Background: an optimization exercise with open tools, aiming at small area, a short achievable clock period and few clock cycles per item. Do not read the settings as production practice. The RTL was checked by simulation tests, not by an equivalence proof against the original design. Power figures rest on the tool's default switching activity, not on a simulated workload.

==> design/flow/design.v <==
`timescale 1ns/1ns
module deinterlacer_v2 (
	clock,
	reset,
	dout_data,
	dout_ready,
	dout_valid,
	dout_startofpacket,
	dout_endofpacket,
	din_data,
	din_ready,
	din_valid,
	din_startofpacket,
	din_endofpacket
);
parameter  SYMBOLS_PER_BEAT = 3;
parameter  BITS_PER_SYMBOL  = 8;
localparam DATA_WIDTH       = SYMBOLS_PER_BEAT * BITS_PER_SYMBOL;
parameter  WIDTH            = 32;   
localparam PW               = $clog2(WIDTH);
localparam BUFF0_BASE       = 0;      
localparam BUFF1_BASE       = WIDTH;  
input  logic                  clock;
input  logic                  reset;
output logic [DATA_WIDTH-1:0] dout_data;
input  logic                  dout_ready;
output logic                  dout_valid;
output logic                  dout_startofpacket;
output logic                  dout_endofpacket;
input  logic [DATA_WIDTH-1:0] din_data;
output logic                  din_ready;
input  logic                  din_valid;
input  logic                  din_startofpacket;
input  logic                  din_endofpacket;
logic [15:0] width, half_height;          
logic [15:0] s_width, s_half_height;      
logic [15:0] cols, rows;                  
logic [15:0] num_of_pixel_in_line;        
logic [15:0] num_of_line;                 
logic        repeat_line;                 
logic [DATA_WIDTH-1:0] buffs [0:2*WIDTH-1];  
logic        wr_buff, rd_buff;            
logic [1:0]  buff_full;                   
logic        ready_to_send;               
logic [1:0]  beat_index;                  
logic [2:0]  s_beat_index;                
localparam [2:0] send_first_ready    = 3'd0,
                 process_ctrl_packet = 3'd1,
                 init_video_packet   = 3'd2,
                 receive_line        = 3'd3;
logic [2:0] sink_state;
localparam [2:0] wait_for_ready      = 3'd0,
                 form_ctrl_packet    = 3'd1,
                 begin_video_packet  = 3'd2,
                 send_line           = 3'd3;
logic [2:0] source_state;
wire in_fire  = din_valid & din_ready;
wire can_load = ~dout_valid | dout_ready;    
wire [DATA_WIDTH-1:0] rd_data = buffs[{rd_buff, num_of_pixel_in_line[PW-1:0]}];
wire last_pixel = (num_of_pixel_in_line == s_width - 16'd1);
wire last_line  = (num_of_line == s_half_height - 16'd1);
wire src_line_done = (source_state == send_line) && can_load && buff_full[rd_buff]
                     && last_pixel && repeat_line;
always_ff @(posedge clock or posedge reset) begin : sink
	if (reset) begin
		din_ready     <= 0;
		sink_state    <= send_first_ready;
		beat_index    <= 0;
		width         <= 0;
		half_height   <= 0;
		cols          <= 0;
		rows          <= 0;
		wr_buff       <= 0;
		ready_to_send <= 0;
	end else begin
		case (sink_state)
			send_first_ready : begin
				if (!ready_to_send) begin
					din_ready  <= 1;
					beat_index <= 0;
					sink_state <= process_ctrl_packet;
				end
			end
			process_ctrl_packet : begin
				if (in_fire) begin
					beat_index <= beat_index + 2'd1;
					case (beat_index)
						2'd1 : width[15:4] <= {din_data[3:0], din_data[11:8], din_data[19:16]};
						2'd2 : begin
							width[3:0]        <= din_data[3:0];
							half_height[15:8] <= {din_data[11:8], din_data[19:16]};
						end
						2'd3 : half_height[7:0] <= {din_data[3:0], din_data[11:8]};
						default : ;
					endcase
					if (din_endofpacket) begin
						ready_to_send <= 1;
						sink_state    <= init_video_packet;
					end
				end
			end
			init_video_packet : begin
				if (in_fire) begin
					cols       <= 0;
					rows       <= 0;
					sink_state <= receive_line;
					din_ready  <= ~buff_full[wr_buff];
				end
			end
			receive_line : begin
				if (in_fire) begin
					buffs[{wr_buff, cols[PW-1:0]}] <= din_data;
					if (cols == width - 16'd1) begin
						cols    <= 0;
						wr_buff <= ~wr_buff;
						if (rows == half_height - 16'd1) begin
							din_ready  <= 0;
							sink_state <= send_first_ready;
						end else begin
							rows      <= rows + 16'd1;
							din_ready <= ~buff_full[~wr_buff] | (src_line_done && rd_buff == ~wr_buff);
						end
					end else
						cols <= cols + 16'd1;
				end else if (!din_ready)
					din_ready <= ~buff_full[wr_buff] | (src_line_done && rd_buff == wr_buff);
			end
			default : sink_state <= send_first_ready;
		endcase
		if (source_state == wait_for_ready && ready_to_send && can_load)
			ready_to_send <= 0;
	end
end
always_ff @(posedge clock or posedge reset) begin : status
	if (reset)
		buff_full <= 2'b00;
	else begin
		if (sink_state == receive_line && in_fire && cols == width - 16'd1)
			buff_full[wr_buff] <= 1'b1;
		if (src_line_done)
			buff_full[rd_buff] <= 1'b0;
	end
end
always_ff @(posedge clock or posedge reset) begin : source
	if (reset) begin
		dout_valid           <= 0;
		dout_startofpacket   <= 0;
		dout_endofpacket     <= 0;
		dout_data            <= 0;
		source_state         <= wait_for_ready;
		s_beat_index         <= 0;
		s_width              <= 0;
		s_half_height        <= 0;
		num_of_pixel_in_line <= 0;
		num_of_line          <= 0;
		repeat_line          <= 0;
		rd_buff              <= 0;
	end else begin
		if (dout_ready)
			dout_valid <= 0;
		case (source_state)
			wait_for_ready : begin
				if (ready_to_send && can_load) begin
					s_width            <= width;
					s_half_height      <= half_height;
					dout_valid         <= 1;
					dout_startofpacket <= 1;
					dout_endofpacket   <= 0;
					dout_data          <= 24'h00_00_0F;
					s_beat_index       <= 1;
					source_state       <= form_ctrl_packet;
				end
			end
			form_ctrl_packet : begin
				if (can_load) begin
					dout_valid         <= 1;
					dout_startofpacket <= 0;
					s_beat_index       <= s_beat_index + 3'd1;
					case (s_beat_index)
						3'd1 : dout_data <= {4'h0, s_width[7:4], 4'h0, s_width[11:8], 4'h0, s_width[15:12]};
						3'd2 : dout_data <= {4'h0, s_half_height[10:7], 4'h0, s_half_height[14:11], 4'h0, s_width[3:0]};
						default : begin
							dout_data <= {
								4'h0, 4'h2  ,
								4'h0, s_half_height[2:0], 1'b0,
								4'h0, s_half_height[6:3]
							};
							dout_endofpacket <= 1;
							source_state     <= begin_video_packet;
						end
					endcase
				end
			end
			begin_video_packet : begin
				if (can_load) begin
					dout_valid           <= 1;
					dout_startofpacket   <= 1;
					dout_endofpacket     <= 0;
					dout_data            <= 24'h00_00_00;
					num_of_pixel_in_line <= 0;
					num_of_line          <= 0;
					repeat_line          <= 0;
					source_state         <= send_line;
				end
			end
			send_line : begin
				if (can_load && buff_full[rd_buff]) begin
					dout_valid         <= 1;
					dout_startofpacket <= 0;
					dout_endofpacket   <= 0;
					dout_data          <= rd_data;
					if (last_pixel) begin
						num_of_pixel_in_line <= 0;
						repeat_line          <= ~repeat_line;
						if (repeat_line) begin
							rd_buff <= ~rd_buff;
							if (last_line) begin
								dout_endofpacket <= 1;
								source_state     <= wait_for_ready;
							end else
								num_of_line <= num_of_line + 16'd1;
						end
					end else
						num_of_pixel_in_line <= num_of_pixel_in_line + 16'd1;
				end
			end
			default : source_state <= wait_for_ready;
		endcase
	end
end
endmodule
==> design/flow/run.sh <==
#!/bin/bash
# synth_recipe.tcl (not shown) runs the flow's synth.tcl, then flattens the netlist and writes it again
# the make line also repeats each setting of config.mk as NAME=value (left out here)
make -C /OpenROAD-flow-scripts/flow DESIGN_CONFIG=/design/flow/config.mk WORK_HOME=/design/flow/orfs CLKGATE_MAP_FILE= SYNTH_SCRIPT=/design/flow/synth_recipe.tcl finish
==> design/flow/config.mk <==
export PLATFORM = sky130hd
export DESIGN_NAME = deinterlacer_v2
export DESIGN_NICKNAME = deinterlacer_v2
export VERILOG_FILES = /design/flow/design.v
export SDC_FILE = /design/flow/constraint.sdc
export NUM_CORES = 4
export LEC_CHECK = 0
export CAP_MARGIN = 20
export CORE_MARGIN = 2
export CORE_UTILIZATION = 30
export SLEW_MARGIN = 20
==> design/flow/constraint.sdc <==
create_clock -name core_clock -period 8.0 [get_ports {clock}]
set_input_delay 1.6000 -clock core_clock [delete_from_list [all_inputs] [get_ports {clock}]]
set_output_delay 1.6000 -clock core_clock [all_outputs]
set_load 0.01 [all_outputs]
==> results.txt <==
-- cell families (layout without fill, tap and decap cells) --
group	Yosys count	in the layout	synth area share, %
compound gates	1027	1027	11.3
xor+xnor	95	95	1.27
fa+ha+maj	30	30	0.565
buf+inv	267	560	1.55
flops	1707	1707	75.9
mux	105	105	1.70
other cells	0	7	0
simple gates	1022	1022	7.70
-- worst max-delay path, stage by stage (launching register included) --
cell and delay [ns]:
dfrtp_2 0.83, nand3b_1 0.57, nor2_4 0.90, buf_4 0.50, nor4_1 0.12, nand4_1 0.26, nor4b_4 0.09, buf_4 0.23
a211oi_1 0.99, o21ai_0 0.15
-- sequential cells by signal, indices dropped and copies added, names as in the netlist, 2 cells and up --
register / cells
width: 16
rows: 16
half_height: 16
dout_data: 24
sink_state: 2
buffs: 1536
source_state: 2
num_of_line: 16
buff_full: 2
s_half_height: 16
s_beat_index: 3
num_of_pixel_in_line: 16
cols: 16
s_width: 16
beat_index: 2
-- cell usage after synthesis (11+ instances only) --
cell type  count  area (um2)
and3_1        22         138
nand4_1      131         820
a21oi_1       70         350
nor2_1       246         923
o21ai_0       69         345
nand3b_1      15         113
ha_1          30         375
nand2b_1      24         150
a211oi_1      11        82.6
edfxtp_1    1536       46100
mux2i_1       43         430
nor2b_1       11        68.8
nand2_1      254         953
clkbuf_1     199         747
nor3_1        76         380
or4_1         15         113
a31oi_1       15        93.8
a221oi_1      16         140
xnor2_1       58         508
mux2_2        62         698
nand3_1       99         495
dfrtp_1      171        4280
a22o_1        17         149
inv_1         47         176
or3_1         21         131
a22oi_1      710        5330
xor2_1        36         315
nor4_1        50         313
-- final cells by class --
class / instances / area [um2]
antenna: 7 / 17.5
clock buffer: 204 / 4260
clock inverter: 81 / 807
fill: 20900 / 143000
inverter: 48 / 188
multi-input combinational: 2279 / 16000
sequential: 1707 / 50400
tap: 2958 / 3700
timing repair buffer: 227 / 1980
-- report_power, final --
group	leakage, nW	total [mW]	internal [mW]	switching (mW)
logic	6.47	1.49	0.428	1.06
registers	16.1	9.91	9.80	0.108
clock network	2.47	7.54	4.06	3.48
total	25.0	18.9	14.3	4.65
-- metrics by stage --
step	hold WS, ns	setup slack [ns]
6_report	0.497	3.14
5_1_grt	0.528	3.11
4_1_cts	0.500	3.25
3_5_place_dp	0.474	2.41
3_3_place_gp	0.476	2.40
2_1_floorplan	0.471	1.77
-- layer usage --
| metal | GRT usage, % | vias to the layer above | routed length, um |
|---|---|---|---|
| met5 | 0 | - | 89 |
| li1 | - | 17400 | - |
| met2 | 32.7 | 3958 | 109000 |
| met3 | 7.43 | 729 | 40900 |
| met4 | 9.21 | 6 | 13000 |
| met1 | 30.3 | 22700 | 93900 |
-- path summary, 6_finish.rpt --
path                                           start                    endpoint  slack (ns)  depth (start not counted)
max                              rd_buff$_DFFE_PP0P_   dout_data[23]$_DFFE_PP0P_        3.14                          9
min                        dout_data[15]$_DFFE_PP0P_   dout_data[15]$_DFFE_PP0P_        0.50                          2
max reg2reg                      rd_buff$_DFFE_PP0P_   dout_data[23]$_DFFE_PP0P_        3.14                          9
min reg2reg                dout_data[15]$_DFFE_PP0P_   dout_data[15]$_DFFE_PP0P_        0.50                          2
max in group asynchronous                      reset      buff_full[0]$_DFF_PP0_        4.83                          3
min in group asynchronous                      reset  half_height[4]$_DFFE_PP0P_        1.60                          2
==> flow_summary.json <==
{
  "outcome": "finished clean",
  "drv_slew": 0,
  "drt_wl_total_mm": 257,
  "ant_nets": 0,
  "syn_inst": 4253,
  "synth_edf_count": 1536,
  "portBuffers": 56,
  "post_layout_nonfiller_instances": 7511,
  "grt_setup_unrepaired": "no",
  "mostFrequentLayoutCell": "edfxtp_1",
  "slew_headroom_pct": 18.8,
  "p_per_area_nw_per_um2": 245,
  "crit_required_ns": 8.65,
  "wl_per_cell_um": 34.3,
  "fin_skew_ns": 0.0700,
  "clkTransAtPathRegs_ns": 0.06,
  "start_kind": "flip-flop",
  "synth_area_um2": 66400,
  "timing.fmax_mhz": 206,
  "row_count": 172,
  "place_area_um2": 72200,
  "avgViaCountPerCell": 5.97,
  "fin_util_pct": 35.2,
  "drtIter0Drc": 9311,
  "finalPower_mw": 18.9,
  "boundaryPins": 58,
  "root_buffer": "clkbuf_16",
  "post-route-period-util_pct": 60.7,
  "synth_warnings": 2,
  "area_growth_syn_to_layout_pct": 16.5,
  "path_max_fanout": 25,
  "cts_resized": 0,
  "insertion_delay_ns": 0.84,
  "ys_seq_area_share_pct": 75.9,
  "place_congestion": 0.876,
  "hold_viol_final": 0,
  "synth-async-reset-ratio_pct": 10.0,
  "critPathKind": "flip-flop to flip-flop",
  "numCtsBuffers": 161,
  "critPathArrivalTime_ns": 5.51,
  "setup_tns_ns": 0,
  "layout-drive-gt1-share_pct": 14.1,
  "grt_pass1_vias": 41200,
  "grt_overflow": 0,
  "grt_first_pass_wirelength_mm": 347,
  "fp.dieH_um": 475,
  "final_cell_mix": "1536 x edfxtp_1, 710 x a22oi_1, 254 x nand2_1",
  "p_leak_nw": 25.0,
  "end_kind": "flip-flop",
  "cts_hold_buf": 0,
  "design.core.area_um2": 220000,
  "cts_buffer_depth": 3,
  "die_area_um2": 225000,
  "design_area_um2": 77300,
  "tightest_slew_ns": 1.21,
  "hold_path.class": "flip-flop to flip-flop",
  "yosysUniqueCellTypes": 92,
  "drc": 0,
  "nNetsFinal": 4484,
  "dp_cells": 7217,
  "setup_violations": 0,
  "fin_crit_ns": 4.86,
  "initial_utilization_pct": 30.2,
  "htreeDepth": 4,
  "antenna_found_initial": 11,
  "die_x_um": 475,
  "grtUsageTotal_pct": 22.3,
  "num_vias": 44800,
  "ys_ff_latch": 1707,
  "post_cts_buffers": 0,
  "drv_cap": 0,
  "post-dp-hpwl_mm": 148,
  "cts.sinks": 1707,
  "ir_worst_vdd_v": 0.000214,
  "synth_ff_type": "edfxtp_1",
  "syn_area_per_cell_um2": 15.6,
  "drt_pass1_iterations": 9,
  "cts_tree": "built",
  "grt_max_degree": 104,
  "synth_nets": 4313
}
Testbench counts, summed over its fixed seeds: cycles 15,398, frames 64.

## afterwards: timing with drivers on the ports
How much do the figures lean on ideal ports? The routed layout below was timed once more, with nothing changed but the port constraints.
Step 1 sets driving cells, clkbuf_16 on the clock port and buf_2 on the other inputs (assumed; they add their load-dependent delay and slew).
Step 2 moves the port delays by t, midway between the first and last clock arrival at a register: inputs arrive t later, outputs are due t later. That takes back most of the time a late clock gives input paths.
Three values: ideal, step 1, step 2; two values: the first two.
shift t [ns]: 0.895
setup WS [ns]: 3.143 / 3.143 / 2.322
worst register clock-pin slew, ns: 0.07 / 0.07
pins driven straight from the clock port: 1
After both steps this run still meets setup and hold. The setup slack of this run moves by 0.000 ns with the drivers and by -0.821 ns with both steps.
